What follows belongs to an exercise in optimizing a design on an open flow for small area and a short achievable clock period; a production flow would make more cautious choices. Only simulation tests tie the RTL to the original design; equivalence was not proved.

## config.mk

```make
export PLATFORM = sky130hd
export DESIGN_NAME = tmr_lif_neuron
export DESIGN_NICKNAME = tmr_lif_neuron
export VERILOG_FILES = /design/flow/design.v
export SDC_FILE = /design/flow/constraint.sdc
export NUM_CORES = 4
export LEC_CHECK = 0
export ABC_AREA = 1
export CAP_MARGIN = 20
export CORE_MARGIN = 2
export CORE_UTILIZATION = 40
export SLEW_MARGIN = 20
```

## run.sh

```bash
#!/bin/bash
# synth_recipe.tcl (not shown) runs the flow's synth.tcl, then flattens the netlist and writes it again
# the make line also repeats each setting of config.mk as NAME=value (left out here)
make -C /OpenROAD-flow-scripts/flow DESIGN_CONFIG=/design/flow/config.mk WORK_HOME=/design/flow/orfs CLKGATE_MAP_FILE= SYNTH_SCRIPT=/design/flow/synth_recipe.tcl finish
```

## design.v

```verilog
`timescale 1ns / 1ps
module fixed_point_q8_8 (
    input wire [15:0] V_in,
    input wire [15:0] I_in,
    input wire [15:0] dt_tau,
    input wire [7:0] one,
    input wire [7:0] two,
    input wire [7:0] neg,
    output wire [7:0] X
);
    wire [15:0] s = I_in + V_in;
    wire pp1 = (one[0] & s[0]) ^ neg[0];
    wire pp2 = ((one[0] & s[1]) | (two[0] & s[0])) ^ neg[0];
    wire pp3 = ((one[0] & s[2]) | (two[0] & s[1])) ^ neg[0];
    wire pp4 = ((one[0] & s[3]) | (two[0] & s[2])) ^ neg[0];
    wire pp5 = ((one[0] & s[4]) | (two[0] & s[3])) ^ neg[0];
    wire pp6 = ((one[0] & s[5]) | (two[0] & s[4])) ^ neg[0];
    wire pp7 = ((one[0] & s[6]) | (two[0] & s[5])) ^ neg[0];
    wire pp8 = ((one[0] & s[7]) | (two[0] & s[6])) ^ neg[0];
    wire pp9 = ((one[0] & s[8]) | (two[0] & s[7])) ^ neg[0];
    wire pp10 = ((one[0] & s[9]) | (two[0] & s[8])) ^ neg[0];
    wire pp11 = ((one[0] & s[10]) | (two[0] & s[9])) ^ neg[0];
    wire pp12 = ((one[0] & s[11]) | (two[0] & s[10])) ^ neg[0];
    wire pp13 = ((one[0] & s[12]) | (two[0] & s[11])) ^ neg[0];
    wire pp14 = ((one[0] & s[13]) | (two[0] & s[12])) ^ neg[0];
    wire pp15 = ((one[0] & s[14]) | (two[0] & s[13])) ^ neg[0];
    wire pp16 = ((one[0] & s[15]) | (two[0] & s[14])) ^ neg[0];
    wire pp17 = (one[1] & s[0]) ^ neg[1];
    wire pp18 = ((one[1] & s[1]) | (two[1] & s[0])) ^ neg[1];
    wire pp19 = ((one[1] & s[2]) | (two[1] & s[1])) ^ neg[1];
    wire pp20 = ((one[1] & s[3]) | (two[1] & s[2])) ^ neg[1];
    wire pp21 = ((one[1] & s[4]) | (two[1] & s[3])) ^ neg[1];
    wire pp22 = ((one[1] & s[5]) | (two[1] & s[4])) ^ neg[1];
    wire pp23 = ((one[1] & s[6]) | (two[1] & s[5])) ^ neg[1];
    wire pp24 = ((one[1] & s[7]) | (two[1] & s[6])) ^ neg[1];
    wire pp25 = ((one[1] & s[8]) | (two[1] & s[7])) ^ neg[1];
    wire pp26 = ((one[1] & s[9]) | (two[1] & s[8])) ^ neg[1];
    wire pp27 = ((one[1] & s[10]) | (two[1] & s[9])) ^ neg[1];
    wire pp28 = ((one[1] & s[11]) | (two[1] & s[10])) ^ neg[1];
    wire pp29 = ((one[1] & s[12]) | (two[1] & s[11])) ^ neg[1];
    wire pp30 = ((one[1] & s[13]) | (two[1] & s[12])) ^ neg[1];
    wire pp31 = (one[2] & s[0]) ^ neg[2];
    wire pp32 = ((one[2] & s[1]) | (two[2] & s[0])) ^ neg[2];
    wire pp33 = ((one[2] & s[2]) | (two[2] & s[1])) ^ neg[2];
    wire pp34 = ((one[2] & s[3]) | (two[2] & s[2])) ^ neg[2];
    wire pp35 = ((one[2] & s[4]) | (two[2] & s[3])) ^ neg[2];
    wire pp36 = ((one[2] & s[5]) | (two[2] & s[4])) ^ neg[2];
    wire pp37 = ((one[2] & s[6]) | (two[2] & s[5])) ^ neg[2];
    wire pp38 = ((one[2] & s[7]) | (two[2] & s[6])) ^ neg[2];
    wire pp39 = ((one[2] & s[8]) | (two[2] & s[7])) ^ neg[2];
    wire pp40 = ((one[2] & s[9]) | (two[2] & s[8])) ^ neg[2];
    wire pp41 = ((one[2] & s[10]) | (two[2] & s[9])) ^ neg[2];
    wire pp42 = ((one[2] & s[11]) | (two[2] & s[10])) ^ neg[2];
    wire pp43 = (one[3] & s[0]) ^ neg[3];
    wire pp44 = ((one[3] & s[1]) | (two[3] & s[0])) ^ neg[3];
    wire pp45 = ((one[3] & s[2]) | (two[3] & s[1])) ^ neg[3];
    wire pp46 = ((one[3] & s[3]) | (two[3] & s[2])) ^ neg[3];
    wire pp47 = ((one[3] & s[4]) | (two[3] & s[3])) ^ neg[3];
    wire pp48 = ((one[3] & s[5]) | (two[3] & s[4])) ^ neg[3];
    wire pp49 = ((one[3] & s[6]) | (two[3] & s[5])) ^ neg[3];
    wire pp50 = ((one[3] & s[7]) | (two[3] & s[6])) ^ neg[3];
    wire pp51 = ((one[3] & s[8]) | (two[3] & s[7])) ^ neg[3];
    wire pp52 = ((one[3] & s[9]) | (two[3] & s[8])) ^ neg[3];
    wire pp53 = (one[4] & s[0]) ^ neg[4];
    wire pp54 = ((one[4] & s[1]) | (two[4] & s[0])) ^ neg[4];
    wire pp55 = ((one[4] & s[2]) | (two[4] & s[1])) ^ neg[4];
    wire pp56 = ((one[4] & s[3]) | (two[4] & s[2])) ^ neg[4];
    wire pp57 = ((one[4] & s[4]) | (two[4] & s[3])) ^ neg[4];
    wire pp58 = ((one[4] & s[5]) | (two[4] & s[4])) ^ neg[4];
    wire pp59 = ((one[4] & s[6]) | (two[4] & s[5])) ^ neg[4];
    wire pp60 = ((one[4] & s[7]) | (two[4] & s[6])) ^ neg[4];
    wire pp61 = (one[5] & s[0]) ^ neg[5];
    wire pp62 = ((one[5] & s[1]) | (two[5] & s[0])) ^ neg[5];
    wire pp63 = ((one[5] & s[2]) | (two[5] & s[1])) ^ neg[5];
    wire pp64 = ((one[5] & s[3]) | (two[5] & s[2])) ^ neg[5];
    wire pp65 = ((one[5] & s[4]) | (two[5] & s[3])) ^ neg[5];
    wire pp66 = ((one[5] & s[5]) | (two[5] & s[4])) ^ neg[5];
    wire pp67 = (one[6] & s[0]) ^ neg[6];
    wire pp68 = ((one[6] & s[1]) | (two[6] & s[0])) ^ neg[6];
    wire pp69 = ((one[6] & s[2]) | (two[6] & s[1])) ^ neg[6];
    wire pp70 = ((one[6] & s[3]) | (two[6] & s[2])) ^ neg[6];
    wire pp71 = (one[7] & s[0]) ^ neg[7];
    wire pp72 = ((one[7] & s[1]) | (two[7] & s[0])) ^ neg[7];
    wire fs73 = neg[1] ^ pp17 ^ pp3;
    wire fc74 = (neg[1] & pp17) | (neg[1] & pp3) | (pp17 & pp3);
    wire fs75 = pp18 ^ pp4 ^ fc74;
    wire fc76 = (pp18 & pp4) | (pp18 & fc74) | (pp4 & fc74);
    wire fs77 = neg[2] ^ pp19 ^ pp31;
    wire fc78 = (neg[2] & pp19) | (neg[2] & pp31) | (pp19 & pp31);
    wire fs79 = pp5 ^ fs77 ^ fc76;
    wire fc80 = (pp5 & fs77) | (pp5 & fc76) | (fs77 & fc76);
    wire fs81 = pp20 ^ pp32 ^ pp6;
    wire fc82 = (pp20 & pp32) | (pp20 & pp6) | (pp32 & pp6);
    wire fs83 = fc78 ^ fs81 ^ fc80;
    wire fc84 = (fc78 & fs81) | (fc78 & fc80) | (fs81 & fc80);
    wire fs85 = neg[3] ^ pp21 ^ pp33;
    wire fc86 = (neg[3] & pp21) | (neg[3] & pp33) | (pp21 & pp33);
    wire fs87 = pp43 ^ pp7 ^ fc82;
    wire fc88 = (pp43 & pp7) | (pp43 & fc82) | (pp7 & fc82);
    wire fs89 = fs85 ^ fs87 ^ fc84;
    wire fc90 = (fs85 & fs87) | (fs85 & fc84) | (fs87 & fc84);
    wire fs91 = pp22 ^ pp34 ^ pp44;
    wire fc92 = (pp22 & pp34) | (pp22 & pp44) | (pp34 & pp44);
    wire fs93 = pp8 ^ fc86 ^ fs91;
    wire fc94 = (pp8 & fc86) | (pp8 & fs91) | (fc86 & fs91);
    wire fs95 = fc88 ^ fs93 ^ fc90;
    wire fc96 = (fc88 & fs93) | (fc88 & fc90) | (fs93 & fc90);
    wire fs97 = neg[4] ^ pp23 ^ pp35;
    wire fc98 = (neg[4] & pp23) | (neg[4] & pp35) | (pp23 & pp35);
    wire fs99 = pp45 ^ pp53 ^ pp9;
    wire fc100 = (pp45 & pp53) | (pp45 & pp9) | (pp53 & pp9);
    wire fs101 = fc92 ^ fs97 ^ fs99;
    wire fc102 = (fc92 & fs97) | (fc92 & fs99) | (fs97 & fs99);
    wire fs103 = fc94 ^ fs101 ^ fc96;
    wire fc104 = (fc94 & fs101) | (fc94 & fc96) | (fs101 & fc96);
    wire fs105 = pp10 ^ pp24 ^ pp36;
    wire fc106 = (pp10 & pp24) | (pp10 & pp36) | (pp24 & pp36);
    wire fs107 = pp46 ^ pp54 ^ fc100;
    wire fc108 = (pp46 & pp54) | (pp46 & fc100) | (pp54 & fc100);
    wire fs109 = fc98 ^ fs105 ^ fc102;
    wire fc110 = (fc98 & fs105) | (fc98 & fc102) | (fs105 & fc102);
    wire fs111 = fs107 ^ fs109 ^ fc104;
    wire fc112 = (fs107 & fs109) | (fs107 & fc104) | (fs109 & fc104);
    wire fs113 = neg[5] ^ pp11 ^ pp25;
    wire fc114 = (neg[5] & pp11) | (neg[5] & pp25) | (pp11 & pp25);
    wire fs115 = pp37 ^ pp47 ^ pp55;
    wire fc116 = (pp37 & pp47) | (pp37 & pp55) | (pp47 & pp55);
    wire fs117 = pp61 ^ fc106 ^ fs113;
    wire fc118 = (pp61 & fc106) | (pp61 & fs113) | (fc106 & fs113);
    wire fs119 = fs115 ^ fc108 ^ fs117;
    wire fc120 = (fs115 & fc108) | (fs115 & fs117) | (fc108 & fs117);
    wire fs121 = fc110 ^ fs119 ^ fc112;
    wire fc122 = (fc110 & fs119) | (fc110 & fc112) | (fs119 & fc112);
    wire fs123 = pp12 ^ pp26 ^ pp38;
    wire fc124 = (pp12 & pp26) | (pp12 & pp38) | (pp26 & pp38);
    wire fs125 = pp48 ^ pp56 ^ pp62;
    wire fc126 = (pp48 & pp56) | (pp48 & pp62) | (pp56 & pp62);
    wire fs127 = fc114 ^ fc116 ^ fs123;
    wire fc128 = (fc114 & fc116) | (fc114 & fs123) | (fc116 & fs123);
    wire fs129 = fs125 ^ fc118 ^ fs127;
    wire fc130 = (fs125 & fc118) | (fs125 & fs127) | (fc118 & fs127);
    wire fs131 = fc120 ^ fs129 ^ fc122;
    wire fc132 = (fc120 & fs129) | (fc120 & fc122) | (fs129 & fc122);
    wire fs133 = neg[6] ^ pp13 ^ pp27;
    wire fc134 = (neg[6] & pp13) | (neg[6] & pp27) | (pp13 & pp27);
    wire fs135 = pp39 ^ pp49 ^ pp57;
    wire fc136 = (pp39 & pp49) | (pp39 & pp57) | (pp49 & pp57);
    wire fs137 = pp63 ^ pp67 ^ fc124;
    wire fc138 = (pp63 & pp67) | (pp63 & fc124) | (pp67 & fc124);
    wire fs139 = fc126 ^ fs133 ^ fs135;
    wire fc140 = (fc126 & fs133) | (fc126 & fs135) | (fs133 & fs135);
    wire fs141 = fc128 ^ fs137 ^ fs139;
    wire fc142 = (fc128 & fs137) | (fc128 & fs139) | (fs137 & fs139);
    wire fs143 = fc130 ^ fs141 ^ fc132;
    wire fc144 = (fc130 & fs141) | (fc130 & fc132) | (fs141 & fc132);
    wire fs145 = pp14 ^ pp28 ^ pp40;
    wire fc146 = (pp14 & pp28) | (pp14 & pp40) | (pp28 & pp40);
    wire fs147 = pp50 ^ pp58 ^ pp64;
    wire fc148 = (pp50 & pp58) | (pp50 & pp64) | (pp58 & pp64);
    wire fs149 = pp68 ^ fc134 ^ fc136;
    wire fc150 = (pp68 & fc134) | (pp68 & fc136) | (fc134 & fc136);
    wire fs151 = fs145 ^ fs147 ^ fc138;
    wire fc152 = (fs145 & fs147) | (fs145 & fc138) | (fs147 & fc138);
    wire fs153 = fc140 ^ fs149 ^ fs151;
    wire fc154 = (fc140 & fs149) | (fc140 & fs151) | (fs149 & fs151);
    wire fs155 = fc142 ^ fs153 ^ fc144;
    wire fc156 = (fc142 & fs153) | (fc142 & fc144) | (fs153 & fc144);
    wire fs157 = neg[7] ^ pp15 ^ pp29;
    wire fc158 = (neg[7] & pp15) | (neg[7] & pp29) | (pp15 & pp29);
    wire fs159 = pp41 ^ pp51 ^ pp59;
    wire fc160 = (pp41 & pp51) | (pp41 & pp59) | (pp51 & pp59);
    wire fs161 = pp65 ^ pp69 ^ pp71;
    wire fc162 = (pp65 & pp69) | (pp65 & pp71) | (pp69 & pp71);
    wire fs163 = fc146 ^ fc148 ^ fs157;
    wire fc164 = (fc146 & fc148) | (fc146 & fs157) | (fc148 & fs157);
    wire fs165 = fs159 ^ fs161 ^ fc150;
    wire fc166 = (fs159 & fs161) | (fs159 & fc150) | (fs161 & fc150);
    wire fs167 = fs163 ^ fc152 ^ fs165;
    wire fc168 = (fs163 & fc152) | (fs163 & fs165) | (fc152 & fs165);
    wire fs169 = fc154 ^ fs167 ^ fc156;
    wire fc170 = (fc154 & fs167) | (fc154 & fc156) | (fs167 & fc156);
    wire fs171 = pp16 ^ pp30 ^ pp42;
    wire fs173 = pp52 ^ pp60 ^ pp66;
    wire fs175 = pp70 ^ pp72 ^ fc158;
    wire fs177 = fc160 ^ fc162 ^ fs171;
    wire fs179 = fs173 ^ fc164 ^ fs175;
    wire fs181 = fs177 ^ fc166 ^ fs179;
    wire fs183 = fc168 ^ fs181 ^ fc170;
    wire [15:0] ra = {fs183, fs169, fs155, fs143, fs131, fs121, fs111, fs103, fs95, fs89, fs83, fs79, fs75, fs73, pp2, neg[0]};
    wire [15:0] rb = {1'b0, 1'b0, 1'b0, 1'b0, 1'b0, 1'b0, 1'b0, 1'b0, 1'b0, 1'b0, 1'b0, 1'b0, 1'b0, 1'b0, 1'b0, pp1};
    wire [15:0] p = ra + rb;
    assign X = p[15:8];
endmodule
`timescale 1ns / 1ps
module lif_neuron_q8_8 (
    input  wire signed [15:0] a, b, c,
    output wire signed [15:0] m
);
    wire ab = a < b;
    wire bc = b < c;
    wire ac = a < c;
    assign m = (ab == ac) ? ((ab == bc) ? b : c) : a;
endmodule
`timescale 1ns / 1ps
module tmr_lif_neuron (
    input signed [15:0] V_in1, V_in2, V_in3,
    input signed [15:0] I_in1, I_in2, I_in3,
    input signed [15:0] dt_tau,
    input wire clk, rst,
    output wire signed [15:0] V_out,
    output wire spike
);
    wire [16:0] dx = {dt_tau, 1'b0};
    wire [7:0] one, two, neg;
    genvar g;
    generate for (g = 0; g < 8; g = g + 1) begin : enc
        assign one[g] = dx[2*g+1] ^ dx[2*g];
        assign two[g] = (dx[2*g+2] & ~dx[2*g+1] & ~dx[2*g]) | (~dx[2*g+2] & dx[2*g+1] & dx[2*g]);
        assign neg[g] = dx[2*g+2];
    end endgenerate
    reg [2:0] c;
    wire [7:0] x1_d;
    fixed_point_q8_8 l1 (.V_in(V_in1), .I_in(I_in1), .dt_tau(dt_tau), .one(one), .two(two), .neg(neg), .X(x1_d));
    reg [7:0] x1;
    reg [15:0] v1;
    wire [15:0] u1 = v1 + {{8{x1[7]}}, x1};
    wire signed [15:0] r1 = c[0] ? 16'h0000 : u1;
    wire [7:0] x2_d;
    fixed_point_q8_8 l2 (.V_in(V_in2), .I_in(I_in2), .dt_tau(dt_tau), .one(one), .two(two), .neg(neg), .X(x2_d));
    reg [7:0] x2;
    reg [15:0] v2;
    wire [15:0] u2 = v2 + {{8{x2[7]}}, x2};
    wire signed [15:0] r2 = c[1] ? 16'h0000 : u2;
    wire [7:0] x3_d;
    fixed_point_q8_8 l3 (.V_in(V_in3), .I_in(I_in3), .dt_tau(dt_tau), .one(one), .two(two), .neg(neg), .X(x3_d));
    reg [7:0] x3;
    reg [15:0] v3;
    wire [15:0] u3 = v3 + {{8{x3[7]}}, x3};
    wire signed [15:0] r3 = c[2] ? 16'h0000 : u3;
    lif_neuron_q8_8 vote (.a(r1), .b(r2), .c(r3), .m(V_out));
    assign spike = (c[0] & c[1]) | (c[1] & c[2]) | (c[0] & c[2]);
    always @(posedge clk or posedge rst) begin
        if (rst) begin
            c <= 3'b000;
            x1 <= 8'h00;
            v1 <= 16'h0000;
            x2 <= 8'h00;
            v2 <= 16'h0000;
            x3 <= 8'h00;
            v3 <= 16'h0000;
        end else begin
            c <= {r3 >= 16'sh3200, r2 >= 16'sh3200, r1 >= 16'sh3200};
            x1 <= x1_d;
            v1 <= V_in1;
            x2 <= x2_d;
            v2 <= V_in2;
            x3 <= x3_d;
            v3 <= V_in3;
        end
    end
endmodule
```

## constraint.sdc

```tcl
create_clock -name core_clock -period 13.0 [get_ports {clk}]
set_input_delay 2.6000 -clock core_clock [delete_from_list [all_inputs] [get_ports {clk}]]
set_output_delay 2.6000 -clock core_clock [all_outputs]
set_load 0.01 [all_outputs]
```

==> summary.md <==
| Metric | Value |
|---|---|
| Status | `no timing/DRC/antenna violations` |
| Leading area contributor after synthesis | `fa_1` |
| Routed Antenna Nets | `0` |
| Largest stage delay, worst path | `0.73 ns` |
| CP Class | `input pin to register` |
| Worst path arrival time | `10.84 ns` |
| Root Buffer | `clkbuf_16` |
| EDFF count, synth | `0` |
| Num CTS Buffers | `9` |
| P&R area growth vs syn | `12.36%` |
| Fraction of layout cells with a size suffix above 1 | `3.994%` |
| CP required | `13.25 ns` |
| HPWL after DPL | `49.03 mm` |
| First-pass GRT wire length | `92.92 mm` |
| Post-synthesis xor/xnor area fraction | `11.08%` |
| Core area | `42790 µm²` |
| Layout Skew | `0.007679 ns` |
| Routed len/inst | `18.85 µm` |
| DRC viols | `0` |
| Initial antenna violation count | `2` |
| Vias post-DR | `17.17k` |
| Mux contribution to synthesized area | `0%` |
| Main combinational cell family by area after synthesis | `adder cells` |
| Syn_nets | `2910` |
| Least-Margin Pin Slew | `1.005 ns` |
| Cell row count | `76` |
| Die extent in x | `211.6 µm` |
| Synth cell count leaders | `nand2_1 (610), inv_1 (395), xor2_1 (202)` |
| Crit start category | `input pin` |
| Io pins | `131` |
| Post-synthesis cell count | `2512` |
| CTS Sinks | `75` |
| Nets | `2997` |
| Simple-Gate Fraction of Synth Area | `26.51%` |
| Rel. slew slack | `32.29%` |
| Number of synthesized register bits | `75` |
| Worst Hold Class | `register to register` |
| Top_reg_cell synth | `dfrtp_1` |
| Top cell type's share of synthesized area | `17.07%` |
| Top post-synthesis cells by area | `fa_1 (17%), nand2_1 (13%), dfrtp_1 (11%)` |
| Die area | `44780 µm²` |
| Syn Area/Cell | `6.863 µm²` |
| Post-route cell area | `19370 µm²` |
| 1st-pass router iterations | `5` |
| Crit-path max FO | `31` |
| Maxcap violations | `0` |
| Setup violations, final | `0` |
| Postcts setup bufs | `0` |
| Asr flop ratio synth | `100.0%` |
| Post-synth cell types | `57` |
| Detailed Route Iter0 Violations | `1387` |
| Ys Warns | `1` |
| Placer Congestion | `0.9758` |
| Clock-pin slew on the worst setup and hold paths | `0.07 ns` |
| Global route overflow | `0` |
| Post-Route WL | `59.39 mm` |
| Count leader, synth | `nand2_1` |
| Pins Over Slew Limit | `0` |
| All-Layer GR Usage | `26.91%` |
| Synthesized-area fraction occupied by adder cells | `27.01%` |
| Fin crit share | `81.48%` |
| Peak Freq | `94.41 MHz` |
| Hold-fix buffers at CTS | `0` |
| Sequential share of the synthesized area | `10.89%` |
| Slowest cell on crit path | `clkdlybuf4s50_1` |
| Synthesized cell area | `17240 µm²` |
| CTS max path bufs | `2` |
| Clk latency of the worst-skew pair | `0.37 ns` |
| Placed Area | `19040 µm²` |
| RSZ-0062 raised after global routing | `no` |
| Largest net degree at the start of global routing | `57` |
| Vias per cell | `5.448` |
| Post-route setup TNS | `0 ns` |
| Crit path top cell by count | `nand2_1` |
| CTS tree | `yes` |
| Port bufs | `130` |
| H-tree depth | `3` |
| Die Y | `211.6 µm` |
| Post-synthesis compound-gate area fraction | `13.22%` |
| Vias in the first global route | `16.53k` |
| Starting density of the core | `40.29%` |
| Critical path capture point type | `register` |
| Minimum clock period | `10.59 ns` |
| Final Hold Fails | `0` |
| Post-cts resize count | `0` |
-- cell usage in the layout (no fill, tap or decap), drive strengths merged, types with 2 or more instances in the layout --
| cell | count |
|---|---|
| nand4 | 30 |
| clkdlybuf4s50 | 130 |
| nor3 | 19 |
| inv | 423 |
| nand3 | 200 |
| clkinv | 6 |
| nor4 | 6 |
| fa | 147 |
| nand3b | 21 |
| buf | 19 |
| ha | 137 |
| a211oi | 3 |
| o22ai | 158 |
| a21boi | 4 |
| and2 | 8 |
| o21ai | 71 |
| o211ai | 5 |
| or2 | 9 |
| o21bai | 5 |
| clkbuf | 10 |
| dfrtp | 75 |
| a21o | 7 |
| nor2 | 136 |
| bufinv | 2 |
| o31ai | 5 |
| a21oi | 116 |
| xnor2 | 14 |
| nand2 | 623 |
| o21a | 6 |
| xor2 | 202 |
-- path summary, 6_finish.rpt --
path / to / slack [ns] / cells past startpoint / startpoint
hold / removal: c[0] / 0.77 / 4 / v1[14]
min in group asynchronous: c[1] / 2.53 / 2 / rst
hold reg to reg: c[0] / 0.77 / 4 / v1[14]
setup / recovery: x1[7] / 2.41 / 37 / dt_tau[3]
setup reg to reg: c[2] / 10.19 / 8 / x3[7]
max in group asynchronous: v3[2] / 9.40 / 3 / rst
-- state kept, by name, indices dropped and copies added, names as in the netlist --
name,cells
x2,8
x3,8
v2,16
c,3
x1,8
v3,16
v1,16
-- through the flow --
stage | util (%) | worst slack, ns | hold WS [ns] | cells
finish | 45.27 | 2.408 | 0.7716 | 3151
global route | 45.26 | 1.972 | 0.8248 | 3150
CTS | 45.26 | 2.450 | 0.7857 | 3150
detailed placement | 44.49 | 2.056 | 0.7687 | 3134
global placement | 44.49 | 2.145 | 0.7779 | 3134
floorplan | - | 3.409 | 0.6778 | 2512
-- layer usage --
metal  GRT usage [%]  routed length [µm]
met5               0                   0
met3           2.804                3978
met4           6.629                1171
met1           36.91               25900
met2           45.42               28340
-- cell type report --
cell class / count / area [µm²]
flip-flops and latches: 75 / 1877
clock buffers: 10 / 239.0
inverters: 426 / 1610
multi-input cells: 1938 / 13420
well taps: 546 / 683.2
diodes: 1 / 2.502
fillers: 4447 / 23420
repair buffers: 149 / 1444
clock inverters: 6 / 93.84
-- kinds of logic (layout without fill, tap and decap cells) --
family	after synthesis	in the layout
buffers and inverters	499	591
AO/OA/AOI/OAI	385	385
AND/OR/NAND/NOR	1053	1053
other	0	1
XOR/XNOR	216	216
adder cells (fa/ha/maj)	284	284
flip-flops	75	75
-- worst max-delay path, delay by kind of cell --
kind / cells / cell delay (ns)
AND/OR/NAND/NOR: 14 / 0.84
AO/OA/AOI/OAI: 2 / 0.75
buffers and inverters: 10 / 2.11
adder cells (fa/ha/maj): 10 / 4.33
XOR/XNOR: 1 / 0.18

port drivers added, routing unchanged:
In the flow no input, the clock included, has a driving cell. The finished layout below was timed again as built, in two steps. Step 1: set_driving_cell puts a clkbuf_16 on clk and a buf_2 on each other input, an assumption about the parent block. Step 2, shift: input delay + t, output delay - t, t = (earliest + latest rising clock arrival at the registers) / 2. This alone moves slack from input paths to output paths. a / b / c = ideal / step 1 / step 2; a / b = the first two.
shift t [ns]: 0.407
slack for setup (ns): 2.408 / 2.430 / 2.023
latest minus earliest clock arrival (ns): 0.013 / 0.013
After both steps this run still meets setup and hold. For this run, drivers alone change the setup slack by +0.022 ns; drivers and shift together by -0.385 ns.
